From an optimization exercise on the open Yosys and OpenROAD flow, aimed at small area; shortcuts taken in it are not production practice.
Power figures rest on the tool's default switching activity, not on a simulated workload.

==> flow/design.v (excerpt) <==
module top(
input clk,
input rst,
input [15:0] MemDB,
input [4:0] clt,
output [2:0] red,
output [2:0] green,
output [1:0] blue,
output hsync,
output vsync,
output [25:0] MemAdr,
output we_L,
output oe_L,
output ce_L,
output lb_L,
output ub_L,
output RamADV_L,
output RamCLK,
output RamCRE,
output FlashCS,
output [3:0] sel,
output [7:0] data
    );
Size in the first run: roughly 2500 cells after synthesis, about 300 flip-flops, ~80 I/O pins, about 0.022 mm2 of cells after synthesis.
==> flow/config.mk <==
export PLATFORM = sky130hd
export DESIGN_NAME = top
export DESIGN_NICKNAME = top
export VERILOG_FILES = /design/flow/design.v
export SDC_FILE = /design/flow/constraint.sdc
export NUM_CORES = 4
export LEC_CHECK = 0
export CAP_MARGIN = 20
export CORE_MARGIN = 2
export CORE_UTILIZATION = 40
export CTS_BUF_LIST = sky130_fd_sc_hd__clkbuf_8
export CTS_CLUSTER_DIAMETER = 60
export CTS_CLUSTER_SIZE = 15
export SLEW_MARGIN = 20
export SYNTH_MEMORY_MAX_BITS = 20000
==> flow/constraint.sdc <==
create_clock -name core_clock -period 10.0 [get_ports {clk}]
set_input_delay 2.0000 -clock core_clock [delete_from_list [all_inputs] [get_ports {clk}]]
set_output_delay 2.0000 -clock core_clock [all_outputs]
set_load 0.01 [all_outputs]
standard.sh (not shown) runs the stock make flow with config.mk's settings and CLKGATE_MAP_FILE= SYNTH_SCRIPT=/design/flow/synth_recipe.tcl, a recipe that flattens the netlist after the stock synthesis.
==> flow/flow/run.sh <==
#!/bin/bash
# The standard layout (standard.sh, unchanged synthesis and steps), with
# two changes: the port buffers that global placement inserts are the
# smallest buffer cell, sky130_fd_sc_hd__buf_1, instead of the one
# buffer_ports picks by default (every port still gets its buffer), and
# clock tree synthesis uses clkbuf_8 clusters without dummy loads.
set -euo pipefail
export BUFFER_PORTS_ARGS="-buffer_cell sky130_fd_sc_hd__buf_1"
export CTS_ARGS="-sink_clustering_enable -repair_clock_nets -buf_list sky130_fd_sc_hd__clkbuf_8 -sink_clustering_size 15 -sink_clustering_max_diameter 60 -dont_use_dummy_load"
bash standard.sh > standard.log 2>&1
Then changed:
==> flow/run.sh (new file) <==
#!/bin/bash
# synth_recipe.tcl (not shown) runs the flow's synth.tcl, then flattens the netlist and writes it again
# the make line also repeats each setting of config.mk as NAME=value (left out here)
make -C /OpenROAD-flow-scripts/flow DESIGN_CONFIG=/design/flow/config.mk WORK_HOME=/design/flow/orfs CLKGATE_MAP_FILE= SYNTH_SCRIPT=/design/flow/synth_recipe.tcl finish
--- a/flow/config.mk
+++ b/flow/config.mk
@@ -9,7 +9,7 @@
 export CORE_MARGIN = 2
 export CORE_UTILIZATION = 40
-export CTS_BUF_LIST = sky130_fd_sc_hd__clkbuf_8
-export CTS_CLUSTER_DIAMETER = 60
-export CTS_CLUSTER_SIZE = 15
+export CTS_BUF_LIST = sky130_fd_sc_hd__clkbuf_4 sky130_fd_sc_hd__clkbuf_8
+export CTS_CLUSTER_DIAMETER = 50
+export CTS_CLUSTER_SIZE = 12
 export SLEW_MARGIN = 20
 export SYNTH_MEMORY_MAX_BITS = 20000
removed: flow/flow/run.sh
removed: flow/standard.sh
Result:
- The changed run went through all stages and came out clean
- utilization rose by 1.9 points
- sequential power barely changes
- final area rose by a few percent
No run of this note included a check of the RTL's function; only the layout flow was run.

top again, from the RTL that the note above started with.
make LEC_CHECK=0 CAP_MARGIN=20 CORE_MARGIN=2 CORE_UTILIZATION=40 CTS_BUF_LIST=sky130_fd_sc_hd__clkbuf_8 CTS_CLUSTER_DIAMETER=60 CTS_CLUSTER_SIZE=15 SLEW_MARGIN=20 SYNTH_MEMORY_MAX_BITS=20000 finish   # period 10.0 ns
run.sh (not shown) runs the stock make flow with config.mk's settings and CLKGATE_MAP_FILE= SYNTH_SCRIPT=/design/flow/synth_recipe.tcl, a recipe that flattens the netlist after the stock synthesis.
Stock flow here: none of the scripts above is used.
Edit:
==> flow/flow/run.sh (new file) <==
#!/bin/bash
# The standard layout (standard.sh, unchanged synthesis and steps), with
# one change: the port buffers that global placement inserts are the
# smallest buffer cell, sky130_fd_sc_hd__buf_1, instead of the one
# buffer_ports picks by default. Every port still gets its buffer.
set -euo pipefail
export BUFFER_PORTS_ARGS="-buffer_cell sky130_fd_sc_hd__buf_1"
bash standard.sh > standard.log 2>&1
==> flow/standard.sh (new file) <==
#!/bin/bash
# synth_recipe.tcl (not shown) runs the flow's synth.tcl, then flattens the netlist and writes it again
# the make line also repeats each setting of config.mk as NAME=value (left out here)
make -C /OpenROAD-flow-scripts/flow DESIGN_CONFIG=/design/flow/config.mk WORK_HOME=/design/flow/orfs CLKGATE_MAP_FILE= SYNTH_SCRIPT=/design/flow/synth_recipe.tcl "${@:-finish}"
removed: flow/run.sh
What happened:
- final area decreases by 1.9%
- worst hold slack is better by 0.0063 ns
- non-clock buffer count drops by 3
- setup slack gets worse by 0.099 ns
- power drops by 1.0%
- die area is unchanged
- sequential share of layout area grows by 0.60 points
- sequential power is about the same
Function was not checked in any run of this note: the RTL went through the layout flow alone.

## separate check: timing with driven ports
In the flow no input, the clock included, has a driving cell. The finished layouts below were timed again as built, in two steps. Step 1 assumes that a clkbuf_16 drives the clock port and a buf_2 every other input. Step 2 times the ports against the registers' clock, not the clock port: input delays grow and output delays shrink by t, the midpoint of the rising clock arrivals with the driver on. Slacks: ideal / step 1 / step 2; pairs: ideal / step 1.
run | t, ns | setup WS [ns] | cell pins on the clock port's net
the first run of note 1 | 0.657 | 1.775 / 1.775 / 1.775 | 1
the second run of note 1 | 0.669 | 1.887 / 1.887 / 1.887 | 1
the first run of note 2 | 0.700 | 1.891 / 1.891 / 1.891 | 1
the second run of note 2 | 0.681 | 1.792 / 1.792 / 1.792 | 1
After both steps setup and hold are still met in every run listed.
